From an optimization exercise on the open Yosys and OpenROAD flow, aimed at small area and few clock cycles; shortcuts taken in it are not production practice. RTL that was checked went through simulation tests only; none was proved equivalent to the original. No activity file was given, so power comes from the tool's default toggle rates.

Design ELA, start of the top module:
module ELA(clk, rst, ready, in_data, data_rd, req, wen, addr, data_wr, done);
	input				clk;
	input				rst;
	input				ready;
	input		[7:0]	in_data;
	input		[7:0]	data_rd;
	output				req;
	output				wen;
	output		[12:0]	addr;
	output		[7:0]	data_wr;
	output				done;
reg				mode;
reg		[1:0]	ph;
reg		[6:0]	cnt;
reg		[4:0]	n;
reg				fin;
reg		[7:0]	UA, UB;			 
reg		[7:0]	R0, R1, R2, R3;	 
reg		[7:0]	best_q;			 
reg				best_c;
reg		[7:0]	best_v;			 
reg				eq;				 
reg		[10:0]	tot;			 
function [8:0] add8;			 
	input	[7:0]	a;
	input	[7:0]	b;
	input			ci;
	integer			k;
	reg				c;
	begin
		c = ci;
		for (k = 0; k < 8; k = k + 1) begin
			add8[k] = a[k] ^ b[k] ^ c;
			c = (a[k] & b[k]) | (c & (a[k] ^ b[k]));
		end
		add8[8] = c;
	end
endfunction
function [10:0] add11;			 
	input	[10:0]	a;
	input	[10:0]	b;
	input			ci;
	integer			k;
	reg				c;
	begin
		c = ci;
		for (k = 0; k < 11; k = k + 1) begin
			add11[k] = a[k] ^ b[k] ^ c;
			c = (a[k] & b[k]) | (c & (a[k] ^ b[k]));
		end
	end
endfunction
function [7:0] inc8;			 
	input	[7:0]	a;
	input			ci;
	integer			k;
	reg				c;
	begin
		c = ci;
		for (k = 0; k < 8; k = k + 1) begin
			inc8[k] = a[k] ^ c;
			c = a[k] & c;
		end
	end
endfunction
wire	[7:0]	cnt_i8 = inc8({1'b0, cnt}, 1'b1);
wire	[6:0]	cnt_inc = cnt_i8[6:0];
wire	[7:0]	row_i8 = inc8({3'b000, n}, ph[1]);
wire			cnt_hi = &cnt[6:1];
wire			cnt_last = cnt_hi & cnt[0];		 
wire			cnt_126 = cnt_hi & ~cnt[0];
wire			cnt_125 = (cnt == 7'd125);
wire			edge_x = (cnt == 7'd0) | cnt_last;
assign done    = mode & ph[1] & ph[0];
assign req     = ~mode & ph[1] & cnt_hi & (cnt[0] ^ ph[0]);
wire			lead = mode & (fin ? cnt_126 : (cnt_last & ph == 2'd1));
assign wen     = (ph != 2'd0) & ~done & ~lead;
assign addr    = {row_i8[4:0], ph[0], ph[0] ? cnt : cnt_inc};
wire	[7:0]	opa = UA;
wire	[7:0]	opb = R0;
wire	[8:0]	t   = add8(opa, ~opb, 1'b0);
wire			c   = t[8];
wire	[7:0]	q   = t[7:0] ^ {8{~c}};
wire	[8:0]	s   = add8(opa, opb, 1'b0);
wire	[8:0]	y   = add8(q, ~best_q, c);
wire			y1s = &y[7:0];
wire			y0s = ~|y[7:0];
wire			lt  = best_c ? ~y[8] : (~y[8] & ~y1s);
wire			eqd = best_c ? (y[8] & y0s) : (~y[8] & y1s);
wire	[10:0]	ts  = add11(tot, {2'b00, s}, ph[0] & s[0]);
wire			tie = eq & eqd & ~edge_x;
  ...
Size in the first run: ~360 cells after synthesis, roughly 93 flip-flops, roughly 43 I/O pins.
clock: 10.0 ns
lec_check: 0
cap_margin: 0
core_margin: 2
core_utilization: 60
cts_buf_list: sky130_fd_sc_hd__clkbuf_8
cts_cluster_diameter: 500
cts_cluster_size: 100
slew_margin: 0
standard.sh (not shown) runs the stock make flow with config.mk's settings and CLKGATE_MAP_FILE= SYNTH_SCRIPT=/design/flow/synth_recipe.tcl, a recipe that flattens the netlist after the stock synthesis.
==> flow/flow/run.sh <==
#!/bin/bash
# The standard layout (the standard.sh, standard synthesis included) with
# two changes that only affect buffering:
#  - the port buffers use the smallest buffer cell instead of the one
#    buffer_ports picks by default;
#  - clock tree synthesis inserts no dummy loads.
# Each tool's output goes to orfs/logs; this script's own output goes to
# flow_standard.log.
set -euo pipefail
cd "$(dirname "$0")/.."
bash standard.sh \
  "BUFFER_PORTS_ARGS=-buffer_cell sky130_fd_sc_hd__buf_1" \
  "CTS_ARGS=-sink_clustering_enable -repair_clock_nets -dont_use_dummy_load -buf_list sky130_fd_sc_hd__clkbuf_8 -sink_clustering_size 100 -sink_clustering_max_diameter 500" \
  finish > flow_standard.log 2>&1
Testbench counts at the start, summed over its fixed seeds: cycles 258,016.
Edit:
- CAP_MARGIN: 0 -> 20
- GPL_ROUTABILITY_DRIVEN: default -> 0
- GPL_TIMING_DRIVEN: default -> 0
- SLEW_MARGIN: 0 -> 20
Effect:
- area after synthesis stays the same
- global-route usage goes up by 0.76 points
- worst setup slack loses 200 ps
- die area stays the same
- power grows by about 0.56%
- sequential share of layout area falls by 0.43 points
- worst hold slack loses 16 ps
Edit:
- GPL_ROUTABILITY_DRIVEN: 0 -> default
- GPL_TIMING_DRIVEN: 0 -> default
Outcome:
- count of clock-buffer cells in the layout does not change
- total power stays flat
- fmax increases by 1.9%
- worst setup slack is better by 180 ps
- wire length goes down by 5.1%

* * *

Setup of run D:
ELA, a different RTL version from the one above (not shown whole).
For scale: about 83 flip-flops, ~43 I/O pins, about 4700 µm² of cells after synthesis.
==> flow/design.v (excerpt) <==
module ELA(clk, rst, ready, in_data, data_rd, req, wen, addr, data_wr, done);
	input				clk;
	input				rst;
	input				ready;
	input		[7:0]	in_data;
	input		[7:0]	data_rd;
	output				req;
	output				wen;
	output		[12:0]	addr;
	output		[7:0]	data_wr;
	output				done;
reg				mode;
reg		[1:0]	ph;
reg		[6:0]	cnt;
reg		[4:0]	n;
reg				fin;
reg		[7:0]	UA, UB;			 
reg		[7:0]	R0, R1, R2;		 
reg		[7:0]	best_q;			 
reg				best_c;
reg		[7:0]	best_v;			 
reg				eq;				 
reg		[8:0]	tot;			 
function [8:0] add8;			 
	input	[7:0]	a;
	input	[7:0]	b;
	input			ci;
	integer			k;
	reg				c;
	begin
		c = ci;
		for (k = 0; k < 8; k = k + 1) begin
			add8[k] = a[k] ^ b[k] ^ c;
			c = (a[k] & b[k]) | (c & (a[k] ^ b[k]));
		end
		add8[8] = c;
	end
endfunction
function [9:0] add9;			 
	input	[8:0]	a;
	input	[8:0]	b;
	integer			k;
	reg				c;
	begin
		c = 1'b0;
		for (k = 0; k < 9; k = k + 1) begin
			add9[k] = a[k] ^ b[k] ^ c;
			c = (a[k] & b[k]) | (c & (a[k] ^ b[k]));
		end
		add9[9] = c;
	end
  ...
clock: 10.0 ns
lec_check: 0
cap_margin: 20
core_margin: 2
core_utilization: 40
cts_buf_list: sky130_fd_sc_hd__clkbuf_8
cts_cluster_diameter: 500
cts_cluster_size: 100
slew_margin: 20
run.sh (not shown) runs the stock make flow with config.mk's settings and CLKGATE_MAP_FILE= SYNTH_SCRIPT=/design/flow/synth_recipe.tcl, a recipe that flattens the netlist after the stock synthesis.
Stock flow here: none of the scripts above is used.
Run D: all stages done; final checks FAILED (setup timing).
> inputs changed (run D -> run C)
-- flow/config.mk --
<<< run D, line 10
export CORE_UTILIZATION = 40
export CTS_BUF_LIST = sky130_fd_sc_hd__clkbuf_8
export CTS_CLUSTER_DIAMETER = 500
export CTS_CLUSTER_SIZE = 100
export SLEW_MARGIN = 20
>>> run C, line 10
export CORE_UTILIZATION = 40
export SLEW_MARGIN = 20
Findings:
Run C finished all stages; layout check result: FAIL, due to setup timing.
Taking run D as the reference, in run C cell area higher; clock power higher; clock transition at the registers of the reported paths lower; placement row count roughly the same; worst-case setup margin in the final layout lower.
Via count deteriorates in run C relative to run D.
From run D to run C the numbers moved as follows: I/O pin total held, met2 capacity usage during global routing picked up an extra 0.64 points.
Function was not checked in any run of this note: the RTL went through the layout flow alone.

* * *

## harbor
The RTL this note starts from:
==> flow/design.v <==
`timescale 1ns/10ps
module ELA(clk, rst, ready, in_data, data_rd, req, wen, addr, data_wr, done);
	input				clk;
	input				rst;
	input				ready;
	input		[7:0]	in_data;
	input		[7:0]	data_rd;
	output				req;
	output				wen;
	output		[12:0]	addr;
	output		[7:0]	data_wr;
	output				done;
reg				mode;
reg		[1:0]	ph;
reg		[6:0]	cnt;
reg		[4:0]	n;
reg				fin;
reg		[7:0]	UA, UB;			 
reg		[7:0]	R0, R1, R2, R3;	 
reg		[7:0]	best_q;			 
reg				best_c;
reg		[7:0]	best_v;			 
reg				eq;				 
reg		[10:0]	tot;			 
function [8:0] add8;			 
	input	[7:0]	a;
	input	[7:0]	b;
	input			ci;
	integer			k;
	reg				c;
	begin
		c = ci;
		for (k = 0; k < 8; k = k + 1) begin
			add8[k] = a[k] ^ b[k] ^ c;
			c = (a[k] & b[k]) | (c & (a[k] ^ b[k]));
		end
		add8[8] = c;
	end
endfunction
function [10:0] add11;			 
	input	[10:0]	a;
	input	[10:0]	b;
	input			ci;
	integer			k;
	reg				c;
	begin
		c = ci;
		for (k = 0; k < 11; k = k + 1) begin
			add11[k] = a[k] ^ b[k] ^ c;
			c = (a[k] & b[k]) | (c & (a[k] ^ b[k]));
		end
	end
endfunction
function [7:0] inc8;			 
	input	[7:0]	a;
	input			ci;
	integer			k;
	reg				c;
	begin
		c = ci;
		for (k = 0; k < 8; k = k + 1) begin
			inc8[k] = a[k] ^ c;
			c = a[k] & c;
		end
	end
endfunction
wire	[7:0]	cnt_i8 = inc8({1'b0, cnt}, 1'b1);
wire	[6:0]	cnt_inc = cnt_i8[6:0];
wire	[7:0]	row_i8 = inc8({3'b000, n}, ph[1]);
wire			cnt_hi = &cnt[6:1];
wire			cnt_last = cnt_hi & cnt[0];		 
wire			cnt_126 = cnt_hi & ~cnt[0];
wire			cnt_125 = (cnt == 7'd125);
wire			edge_x = (cnt == 7'd0) | cnt_last;
assign done    = mode & ph[1] & ph[0];
assign req     = ~mode & ph[1] & cnt_hi & (cnt[0] ^ ph[0]);
assign wen     = (ph != 2'd0) & ~done;
assign addr    = {row_i8[4:0], ph[0], ph[0] ? cnt : cnt_inc};
wire	[7:0]	opa = UA;
wire	[7:0]	opb = R0;
wire	[8:0]	t   = add8(opa, ~opb, 1'b0);
wire			c   = t[8];
wire	[7:0]	q   = t[7:0] ^ {8{~c}};
wire	[8:0]	s   = add8(opa, opb, 1'b0);
wire	[8:0]	y   = add8(q, ~best_q, c);
wire			y1s = &y[7:0];
wire			y0s = ~|y[7:0];
wire			lt  = best_c ? ~y[8] : (~y[8] & ~y1s);
wire			eqd = best_c ? (y[8] & y0s) : (~y[8] & y1s);
wire	[10:0]	ts  = add11(tot, {2'b00, s}, ph[0] & s[0]);
wire			tie = eq & eqd & ~edge_x;
wire	[7:0]	res = tie ? ts[10:3] : ((~edge_x & lt) ? s[8:1] : best_v);
assign data_wr = ph[1] ? (mode ? R3 : in_data) : res;
always @(posedge clk) begin
	UA <= (ph == 2'd0) ? data_rd : UB;
	UB <= UA;
	R0 <= (ph == 2'd1) ? data_rd : R3;
	R1 <= R0;
	R2 <= R1;
	R3 <= R2;
end
always @(posedge clk) begin
	if (ph[1] || lt || eqd || edge_x) begin
		best_q <= q;
		best_c <= c;
		best_v <= s[8:1];
	end
	eq  <= eqd;
	tot <= ph[1] ? {3'b000, s[8:1]} : {ts[9:0], 1'b0};
end
always @(posedge clk or posedge rst) begin
	if (rst) begin
		mode <= 1'b0;
		ph   <= 2'd0;
		cnt  <= 7'd127;
		n    <= 5'd31;
		fin  <= 1'b0;
	end
	else if (!mode) begin
		case (ph)
		2'd0: if (ready) ph <= 2'd2;
		2'd2: begin
			if (cnt_126)
				ph <= 2'd3;
			else
				cnt <= cnt_inc;
		end
		2'd3: begin
			cnt <= cnt_inc;
			if (cnt_125) begin
				mode <= 1'b1;
				ph   <= 2'd1;
				n    <= row_i8[4:0];
				fin  <= 1'b1;
			end
		end
		default: ;
		endcase
	end
	else begin
		case (ph)
		2'd0: ph <= 2'd1;
		2'd1: begin
			if (fin && cnt_last) begin
				fin <= 1'b0;
				cnt <= 7'd126;
				if (n == 5'd30)
					ph <= 2'd3;
				else begin
					mode <= 1'b0;
					ph   <= 2'd3;
				end
			end
			else
				ph <= 2'd2;
		end
		2'd2: begin
			cnt <= cnt_inc;
			ph  <= 2'd0;
			if (cnt_126)
				fin <= ~fin;
		end
		default: ;
		endcase
	end
end
endmodule
export LEC_CHECK = 0
export CAP_MARGIN = 20
export CORE_MARGIN = 2
export CORE_UTILIZATION = 75
export CTS_BUF_LIST = sky130_fd_sc_hd__clkbuf_8
export CTS_CLUSTER_DIAMETER = 500
export CTS_CLUSTER_SIZE = 100
export PLACE_DENSITY = 0.85
export SLEW_MARGIN = 20
create_clock -name core_clock -period 10.0 [get_ports {clk}]
standard.sh (not shown) runs the stock make flow with config.mk's settings and CLKGATE_MAP_FILE= SYNTH_SCRIPT=/design/flow/synth_recipe.tcl, a recipe that flattens the netlist after the stock synthesis.
Scripts as last shown in full above: flow/flow/run.sh
Testbench counts of harbor, summed over its fixed seeds: cycles 258,016.
The inputs of xenon differ from those of harbor as listed below.
Settings: swapping 75 for 40 in CORE_UTILIZATION; clearing PLACE_DENSITY, which used to be 0.85.
==> summary.txt <==
~same relative contribution of combinational cells to total power in xenon and harbor. Clock network area share: harbor vs xenon — no meaningful difference. Lower hold slack among xenon and harbor: harbor. Sequential group share of total power sits lower in xenon than in harbor. Taking harbor as the reference, in xenon tapcell count went up, overall power went up. Comparing xenon and harbor, the higher area of the multi-input gates was measured on xenon. Relative to harbor, the slew at the pin with the worst max-slew slack of xenon is higher by 0.081 ns. Relative to harbor, routed wire length has gone down in xenon.
[inputs] zinc vs xenon
Settings: swapping 40 for 60 in CORE_UTILIZATION.
Notes after the runs:
Every stage of the flow completed for zinc, and the final layout passed the timing, DRC and antenna checks.
In zinc, the maximum number of pins on one net before global-route repair came out 12% above the value in xenon.
The worst-margin pin slew reported for zinc is smaller than that of xenon by 0.093 ns.
Of zinc and xenon, it is zinc that has the lower wire length.
Cmp zinc and xenon / worst voltage drop across the vdd grid / higher: xenon
Max post-route minimum period across zinc and xenon: zinc
From xenon to zinc the numbers moved as follows: global-route usage rose by 6.5 points; growth of design area from synthesis to finish decreased by 1.7 points relative to the old numbers; maximum clock frequency held steady; clock skew higher.
Looking at die boundary height across zinc and xenon, the one that comes out higher is xenon.

==> static timing again, ports no longer ideal <==
No port has a modelled driver above. Below, the same layouts with a new extraction and two added sets of constraints. Step 1: set_driving_cell puts a clkbuf_16 on clk and a buf_2 on each other input, an assumption about the parent block. Step 2 also shifts input and output timing later by t, the mid clock arrival at the registers, as if the neighbouring blocks saw the same clock. a / b / c = no drivers / after step 1 / after step 2; a / b = the first two.
run | t (ns) | setup WS [ns] | worst setup path after step 2 | clock arrival spread, ns | worst register clock-pin slew, ns
the first run of note 1 | 0.383 | 0.327 / 0.295 / 0.678 | register to output | 0.031 / 0.031 | 0.09 / 0.09
the second run of note 1 | 0.384 | 0.128 / 0.096 / 0.481 | register to output | 0.047 / 0.047 | 0.10 / 0.10
the third run of note 1 | 0.384 | 0.309 / 0.277 / 0.661 | register to output | 0.036 / 0.037 | 0.10 / 0.10
run D | 0.391 | -0.778 / -0.815 / -0.815 | input to output | 0.007 / 0.007 | 0.08 / 0.08
run C | 0.372 | -0.791 / -0.828 / -0.828 | input to output | 0.006 / 0.005 | 0.06 / 0.06
harbor | 0.372 | 0.084 / 0.052 / 0.425 | register to output | 0.029 / 0.029 | 0.09 / 0.09
xenon | 0.388 | 0.256 / 0.224 / 0.612 | register to output | 0.024 / 0.024 | 0.09 / 0.09
zinc | 0.393 | 0.246 / 0.213 / 0.606 | register to output | 0.038 / 0.038 | 0.10 / 0.10
